Context: an optimization exercise on an open-source flow, tuned for small area, a short achievable clock period and few clock cycles per item. The choices shown serve that exercise and are no tape-out recipe.
Power is estimated from default activity; no workload was simulated.

==> flow/design.v <==
module SHA256 (
    input wire start, rst, clk, data_valid,
    input wire [7:0] in,
    output wire [255:0] result,
    output wire done
);
    localparam [255:0] H0 = { 32'h6a09e667, 32'hbb67ae85, 32'h3c6ef372, 32'ha54ff53a,
                              32'h510e527f, 32'h9b05688c, 32'h1f83d9ab, 32'h5be0cd19 };
    function [31:0] kconst(input [5:0] i);
        case (i)
            6'd0: kconst = 32'h428a2f98;  6'd1: kconst = 32'h71374491;  6'd2: kconst = 32'hb5c0fbcf;  6'd3: kconst = 32'he9b5dba5;
            6'd4: kconst = 32'h3956c25b;  6'd5: kconst = 32'h59f111f1;  6'd6: kconst = 32'h923f82a4;  6'd7: kconst = 32'hab1c5ed5;
            6'd8: kconst = 32'hd807aa98;  6'd9: kconst = 32'h12835b01;  6'd10: kconst = 32'h243185be; 6'd11: kconst = 32'h550c7dc3;
            6'd12: kconst = 32'h72be5d74; 6'd13: kconst = 32'h80deb1fe; 6'd14: kconst = 32'h9bdc06a7; 6'd15: kconst = 32'hc19bf174;
            6'd16: kconst = 32'he49b69c1; 6'd17: kconst = 32'hefbe4786; 6'd18: kconst = 32'h0fc19dc6; 6'd19: kconst = 32'h240ca1cc;
            6'd20: kconst = 32'h2de92c6f; 6'd21: kconst = 32'h4a7484aa; 6'd22: kconst = 32'h5cb0a9dc; 6'd23: kconst = 32'h76f988da;
            6'd24: kconst = 32'h983e5152; 6'd25: kconst = 32'ha831c66d; 6'd26: kconst = 32'hb00327c8; 6'd27: kconst = 32'hbf597fc7;
            6'd28: kconst = 32'hc6e00bf3; 6'd29: kconst = 32'hd5a79147; 6'd30: kconst = 32'h06ca6351; 6'd31: kconst = 32'h14292967;
            6'd32: kconst = 32'h27b70a85; 6'd33: kconst = 32'h2e1b2138; 6'd34: kconst = 32'h4d2c6dfc; 6'd35: kconst = 32'h53380d13;
            6'd36: kconst = 32'h650a7354; 6'd37: kconst = 32'h766a0abb; 6'd38: kconst = 32'h81c2c92e; 6'd39: kconst = 32'h92722c85;
            6'd40: kconst = 32'ha2bfe8a1; 6'd41: kconst = 32'ha81a664b; 6'd42: kconst = 32'hc24b8b70; 6'd43: kconst = 32'hc76c51a3;
            6'd44: kconst = 32'hd192e819; 6'd45: kconst = 32'hd6990624; 6'd46: kconst = 32'hf40e3585; 6'd47: kconst = 32'h106aa070;
            6'd48: kconst = 32'h19a4c116; 6'd49: kconst = 32'h1e376c08; 6'd50: kconst = 32'h2748774c; 6'd51: kconst = 32'h34b0bcb5;
            6'd52: kconst = 32'h391c0cb3; 6'd53: kconst = 32'h4ed8aa4a; 6'd54: kconst = 32'h5b9cca4f; 6'd55: kconst = 32'h682e6ff3;
            6'd56: kconst = 32'h748f82ee; 6'd57: kconst = 32'h78a5636f; 6'd58: kconst = 32'h84c87814; 6'd59: kconst = 32'h8cc70208;
            6'd60: kconst = 32'h90befffa; 6'd61: kconst = 32'ha4506ceb; 6'd62: kconst = 32'hbef9a3f7; default: kconst = 32'hc67178f2;
        endcase
    endfunction
    function [31:0] bsig0(input [31:0] x);
        bsig0 = {x[1:0], x[31:2]} ^ {x[12:0], x[31:13]} ^ {x[21:0], x[31:22]};
    endfunction
    function [31:0] bsig1(input [31:0] x);
        bsig1 = {x[5:0], x[31:6]} ^ {x[10:0], x[31:11]} ^ {x[24:0], x[31:25]};
    endfunction
    function [31:0] ssig0(input [31:0] x);
        ssig0 = {x[6:0], x[31:7]} ^ {x[17:0], x[31:18]} ^ {3'b000, x[31:3]};
    endfunction
    function [31:0] ssig1(input [31:0] x);
        ssig1 = {x[16:0], x[31:17]} ^ {x[18:0], x[31:19]} ^ {10'b0, x[31:10]};
    endfunction
    function [63:0] csa(input [31:0] x, input [31:0] y, input [31:0] z);
        csa = { ((x & y) | (z & (x | y))) << 1, x ^ y ^ z };
    endfunction
    reg        run;       
    reg        rx;        
    reg  [6:0] cnt;       
    reg        blk;       
    reg  [5:0] t1;        
    reg        s1stop;    
    reg        lastf;     
    reg        v2, v3;    
    reg  [5:0] k2, k3;    
    reg        finp;      
    reg        done_r;
    reg        go_d;      
    wire idle    = ~run;
    wire go      = idle & start;
    wire ended   = ~rx;
    wire two     = cnt >= 7'd56;              
    wire s1_ok   = ~s1stop | (finp & ~lastf);
    wire avail   = t1[5] | t1[4] | blk | ended | (cnt[6:2] > {1'b0, t1[3:0]});
    wire s1go    = run & s1_ok & avail;
    always @(posedge clk) begin
        if (rst) begin
            run <= 1'b0; rx <= 1'b0; go_d <= 1'b0; v2 <= 1'b0; v3 <= 1'b0; finp <= 1'b0; done_r <= 1'b0;
            s1stop <= 1'b0;
        end else begin
            go_d   <= go;
            v2     <= s1go;
            v3     <= v2;
            finp   <= v3 & (k3 == 6'd63);
            done_r <= finp & lastf;
            if (go) begin
                run <= 1'b1; rx <= 1'b1; s1stop <= 1'b0;
            end else begin
                if (done_r) run <= 1'b0;
                if (rx & ~data_valid) rx <= 1'b0;
                if (s1go & (t1 == 6'd63)) s1stop <= 1'b1;
                else if (finp & ~lastf) s1stop <= 1'b0;
            end
        end
    end
    always @(posedge clk) begin
        k2 <= t1;
        k3 <= k2;
        if (go) begin
            cnt <= 7'd0; blk <= 1'b0; t1 <= 6'd0;
        end else begin
            if (rx & data_valid) cnt <= cnt + 7'd1;
            if (s1go) begin
                t1 <= t1 + 6'd1;
                if (t1 == 6'd63) begin
                    lastf <= blk | ~two;
                    if (~blk & two) blk <= 1'b1;
                end
            end
        end
    end
    reg [7:0] dl [0:50];
    integer i;
    always @(posedge clk) begin
        dl[0] <= in;
        for (i = 1; i <= 50; i = i + 1) dl[i] <= dl[i-1];
    end
    reg [7:0] r0, r1, r2, r3;
    always @(*) begin
        if (blk) begin
            case (t1[3:0])
                4'd0:  begin r0 = dl[50]; r1 = dl[49]; r2 = dl[48]; r3 = dl[47]; end
                4'd1:  begin r0 = dl[47]; r1 = dl[46]; r2 = dl[45]; r3 = dl[44]; end
                4'd2:  begin r0 = dl[44]; r1 = dl[43]; r2 = dl[42]; r3 = dl[41]; end
                4'd3:  begin r0 = dl[41]; r1 = dl[40]; r2 = dl[39]; r3 = dl[38]; end
                4'd4:  begin r0 = dl[38]; r1 = dl[37]; r2 = dl[36]; r3 = dl[35]; end
                4'd5:  begin r0 = dl[35]; r1 = dl[34]; r2 = dl[33]; r3 = dl[32]; end
                4'd6:  begin r0 = dl[32]; r1 = dl[31]; r2 = dl[30]; r3 = dl[29]; end
                4'd7:  begin r0 = dl[29]; r1 = dl[28]; r2 = dl[27]; r3 = dl[26]; end
                4'd8:  begin r0 = dl[26]; r1 = dl[25]; r2 = dl[24]; r3 = dl[23]; end
                4'd9:  begin r0 = dl[23]; r1 = dl[22]; r2 = dl[21]; r3 = dl[20]; end
                4'd10: begin r0 = dl[20]; r1 = dl[19]; r2 = dl[18]; r3 = dl[17]; end
                4'd11: begin r0 = dl[17]; r1 = dl[16]; r2 = dl[15]; r3 = dl[14]; end
                4'd12: begin r0 = dl[14]; r1 = dl[13]; r2 = dl[12]; r3 = dl[11]; end
                default: begin r0 = dl[11]; r1 = dl[10]; r2 = dl[9]; r3 = dl[8]; end
            endcase
        end else begin
            r0 = ~ended ? dl[3] : (cnt[1:0] == 2'd1) ? dl[1] : (cnt[1:0] == 2'd2) ? dl[2] : dl[3];
            r1 = (ended & (cnt[1:0] == 2'd2)) ? dl[1] : dl[2];
            r2 = dl[1];
            r3 = dl[0];
        end
    end
    wire [6:0] pos0 = {blk, t1[3:0], 2'd0};
    function [7:0] padb(input [7:0] d, input [6:0] pos, input [6:0] n);
        padb = (pos < n) ? d : (pos == n) ? 8'h80 : 8'h00;
    endfunction
    wire [31:0] mword = (t1[3:0] == 4'd15 && (blk | ~two)) ? {22'd0, cnt, 3'd0} :
                        { padb(r0, pos0, cnt), padb(r1, pos0 | 7'd1, cnt),
                          padb(r2, pos0 | 7'd2, cnt), padb(r3, pos0 | 7'd3, cnt) };
    reg [31:0] w [0:15];
    wire [63:0] ws1 = csa(ssig1(w[14]), w[9], ssig0(w[1]));
    wire [63:0] ws2 = csa(ws1[31:0], ws1[63:32], w[0]);
    wire [31:0] wsched = ws2[31:0] + ws2[63:32];
    wire [31:0] wnew = (t1[5] | t1[4]) ? wsched : mword;
    always @(posedge clk) begin
        if (s1go) begin
            for (i = 0; i < 15; i = i + 1) w[i] <= w[i+1];
            w[15] <= wnew;
        end
    end
    reg [31:0] a, b, c, d, e, f, g, h;
    reg [31:0] P, Q;
    reg [31:0] ha [0:3];
    reg [31:0] he [0:3];
    wire [31:0] hsel = v3 ? g : h;
    wire [31:0] dsel = v3 ? c : d;
    wire [63:0] pk = csa(hsel, kconst(k2), w[15]);
    wire [63:0] qk = csa(pk[31:0], pk[63:32], dsel);
    always @(posedge clk) begin
        P <= pk[31:0] + pk[63:32];
        Q <= qk[31:0] + qk[63:32];
    end
    wire [31:0] ch  = (e & f) ^ (~e & g);
    wire [31:0] mj  = (a & b) | (c & (a | b));
    wire [31:0] s1e = bsig1(e);
    wire [63:0] a1  = csa(P, ch, mj);
    wire [63:0] a2  = csa(a1[31:0], a1[63:32], s1e);
    wire [63:0] a3  = csa(a2[31:0], a2[63:32], bsig0(a));
    wire [31:0] an  = a3[31:0] + a3[63:32];
    wire [63:0] e1  = csa(Q, ch, s1e);
    wire [31:0] en  = e1[31:0] + e1[63:32];
    wire hstep = (v3 & (k3[5:2] == 4'd15) & (k3[1:0] != 2'd0)) | finp;
    wire [31:0] suma = a + ha[3];
    wire [31:0] sume = e + he[3];
    always @(posedge clk) begin
        if (go_d) begin
            {ha[0], ha[1], ha[2], ha[3], he[0], he[1], he[2], he[3]} <= H0;
        end else if (hstep) begin
            ha[0] <= suma; ha[1] <= ha[0]; ha[2] <= ha[1]; ha[3] <= ha[2];
            he[0] <= sume; he[1] <= he[0]; he[2] <= he[1]; he[3] <= he[2];
        end
    end
    always @(posedge clk) begin
        if (v3) begin
            a <= an; b <= a; c <= b; d <= c;
            e <= en; f <= e; g <= f; h <= g;
        end else if (go_d) begin
            {a, b, c, d, e, f, g, h} <= H0;
        end else if (finp) begin
            a <= suma; b <= ha[0]; c <= ha[1]; d <= ha[2];
            e <= sume; f <= he[0]; g <= he[1]; h <= he[2];
        end
    end
    assign result = {ha[0], ha[1], ha[2], ha[3], he[0], he[1], he[2], he[3]};
    assign done = done_r;
endmodule
make LEC_CHECK=0 CAP_MARGIN=20 CORE_MARGIN=2 CORE_UTILIZATION=40 SLEW_MARGIN=20 finish   # period 11.0 ns
run.sh (not shown) runs the stock make flow with config.mk's settings and CLKGATE_MAP_FILE= SYNTH_SCRIPT=/design/flow/synth_recipe.tcl, a recipe that flattens the netlist after the stock synthesis.
Edit:
--- a/flow/design.v
+++ b/flow/design.v
@@ -35,40 +35,35 @@
     function [31:0] ssig0(input [31:0] x);
         ssig0 = {x[6:0], x[31:7]} ^ {x[17:0], x[31:18]} ^ {3'b000, x[31:3]};
     endfunction
     function [31:0] ssig1(input [31:0] x);
         ssig1 = {x[16:0], x[31:17]} ^ {x[18:0], x[31:19]} ^ {10'b0, x[31:10]};
     endfunction
-    function [63:0] csa(input [31:0] x, input [31:0] y, input [31:0] z);
-        csa = { ((x & y) | (z & (x | y))) << 1, x ^ y ^ z };
-    endfunction
     reg        run;       
     reg        rx;        
     reg  [6:0] cnt;       
     reg        blk;       
     reg  [5:0] t1;        
     reg        s1stop;    
     reg        lastf;     
     reg        v2, v3;    
     reg  [5:0] k2, k3;    
     reg        finp;      
     reg        done_r;
-    reg        go_d;      
     wire idle    = ~run;
     wire go      = idle & start;
     wire ended   = ~rx;
     wire two     = cnt >= 7'd56;              
     wire s1_ok   = ~s1stop | (finp & ~lastf);
     wire avail   = t1[5] | t1[4] | blk | ended | (cnt[6:2] > {1'b0, t1[3:0]});
     wire s1go    = run & s1_ok & avail;
     always @(posedge clk) begin
         if (rst) begin
-            run <= 1'b0; rx <= 1'b0; go_d <= 1'b0; v2 <= 1'b0; v3 <= 1'b0; finp <= 1'b0; done_r <= 1'b0;
+            run <= 1'b0; rx <= 1'b0; v2 <= 1'b0; v3 <= 1'b0; finp <= 1'b0; done_r <= 1'b0;
             s1stop <= 1'b0;
         end else begin
-            go_d   <= go;
             v2     <= s1go;
             v3     <= v2;
             finp   <= v3 & (k3 == 6'd63);
             done_r <= finp & lastf;
             if (go) begin
                 run <= 1'b1; rx <= 1'b1; s1stop <= 1'b0;
@@ -133,62 +128,46 @@
         padb = (pos < n) ? d : (pos == n) ? 8'h80 : 8'h00;
     endfunction
     wire [31:0] mword = (t1[3:0] == 4'd15 && (blk | ~two)) ? {22'd0, cnt, 3'd0} :
                         { padb(r0, pos0, cnt), padb(r1, pos0 | 7'd1, cnt),
                           padb(r2, pos0 | 7'd2, cnt), padb(r3, pos0 | 7'd3, cnt) };
     reg [31:0] w [0:15];
-    wire [63:0] ws1 = csa(ssig1(w[14]), w[9], ssig0(w[1]));
-    wire [63:0] ws2 = csa(ws1[31:0], ws1[63:32], w[0]);
-    wire [31:0] wsched = ws2[31:0] + ws2[63:32];
+    wire [31:0] wsched = ssig1(w[14]) + w[9] + ssig0(w[1]) + w[0];
     wire [31:0] wnew = (t1[5] | t1[4]) ? wsched : mword;
     always @(posedge clk) begin
         if (s1go) begin
             for (i = 0; i < 15; i = i + 1) w[i] <= w[i+1];
             w[15] <= wnew;
         end
     end
     reg [31:0] a, b, c, d, e, f, g, h;
     reg [31:0] P, Q;
-    reg [31:0] ha [0:3];
-    reg [31:0] he [0:3];
+    reg [255:0] H;
     wire [31:0] hsel = v3 ? g : h;
     wire [31:0] dsel = v3 ? c : d;
-    wire [63:0] pk = csa(hsel, kconst(k2), w[15]);
-    wire [63:0] qk = csa(pk[31:0], pk[63:32], dsel);
+    wire [31:0] kw = kconst(k2) + w[15];
     always @(posedge clk) begin
-        P <= pk[31:0] + pk[63:32];
-        Q <= qk[31:0] + qk[63:32];
+        P <= hsel + kw;
+        Q <= hsel + dsel + kw;
     end
     wire [31:0] ch  = (e & f) ^ (~e & g);
     wire [31:0] mj  = (a & b) | (c & (a | b));
-    wire [31:0] s1e = bsig1(e);
-    wire [63:0] a1  = csa(P, ch, mj);
-    wire [63:0] a2  = csa(a1[31:0], a1[63:32], s1e);
-    wire [63:0] a3  = csa(a2[31:0], a2[63:32], bsig0(a));
-    wire [31:0] an  = a3[31:0] + a3[63:32];
-    wire [63:0] e1  = csa(Q, ch, s1e);
-    wire [31:0] en  = e1[31:0] + e1[63:32];
-    wire hstep = (v3 & (k3[5:2] == 4'd15) & (k3[1:0] != 2'd0)) | finp;
-    wire [31:0] suma = a + ha[3];
-    wire [31:0] sume = e + he[3];
+    wire [31:0] t1s = bsig1(e) + ch;
+    wire [31:0] an  = P + t1s + bsig0(a) + mj;
+    wire [31:0] en  = Q + t1s;
+    wire [255:0] fsum = { H[255:224] + a, H[223:192] + b, H[191:160] + c, H[159:128] + d,
+                          H[127:96]  + e, H[95:64]    + f, H[63:32]    + g, H[31:0]    + h };
     always @(posedge clk) begin
-        if (go_d) begin
-            {ha[0], ha[1], ha[2], ha[3], he[0], he[1], he[2], he[3]} <= H0;
-        end else if (hstep) begin
-            ha[0] <= suma; ha[1] <= ha[0]; ha[2] <= ha[1]; ha[3] <= ha[2];
-            he[0] <= sume; he[1] <= he[0]; he[2] <= he[1]; he[3] <= he[2];
+        if (go) begin
+            {a, b, c, d, e, f, g, h} <= H0;
+            H <= H0;
+        end else if (v3) begin
+            a <= an; b <= a; c <= b; d <= c;
+            e <= en; f <= e; g <= f; h <= g;
+        end else if (finp) begin
+            {a, b, c, d, e, f, g, h} <= fsum;
+            if (~lastf) H <= fsum;
         end
     end
-    always @(posedge clk) begin
-        if (v3) begin
-            a <= an; b <= a; c <= b; d <= c;
-            e <= en; f <= e; g <= f; h <= g;
-        end else if (go_d) begin
-            {a, b, c, d, e, f, g, h} <= H0;
-        end else if (finp) begin
-            a <= suma; b <= ha[0]; c <= ha[1]; d <= ha[2];
-            e <= sume; f <= he[0]; g <= he[1]; h <= he[2];
-        end
-    end
-    assign result = {ha[0], ha[1], ha[2], ha[3], he[0], he[1], he[2], he[3]};
+    assign result = {a, b, c, d, e, f, g, h};
     assign done = done_r;
 endmodule
Outcome: Global-route usage climbs by 0.64 points. Count of clock-buffer cells in the layout drops by 1. Power climbs by 7.3%. Design area climbs by 10%. Setup slack got worse by 2.1 ns.
No run of this note included a check of the RTL's function; only the layout flow was run.

separate check: timing with driven ports:
Ports are ideal in the flow. The routed layouts listed here were re-timed in OpenROAD.
Step 1: set_driving_cell puts a clkbuf_16 on clk and a buf_2 on each other input, an assumption about the parent block.
Step 2 moves the port delays by t, midway between the first and last clock arrival at a register: inputs arrive t later, outputs are due t later. That takes back most of the time a late clock gives input paths.
Slacks: ideal / step 1 / step 2; pairs: ideal / step 1.
| run | t, ns | slack for setup (ns) | worst setup path after step 2 | slew at the worst register clock pin (ns) | worst data-port slew with drivers (ns) |
|---|---|---|---|---|---|
| the first run | 0.903 | 5.148 / 5.148 / 5.148 | register to register | 0.07 / 0.07 | 0.13 |
| the second run | 0.921 | 3.088 / 3.088 / 3.088 | register to register | 0.07 / 0.07 | 0.14 |
After both steps setup and hold are still met in every run listed.
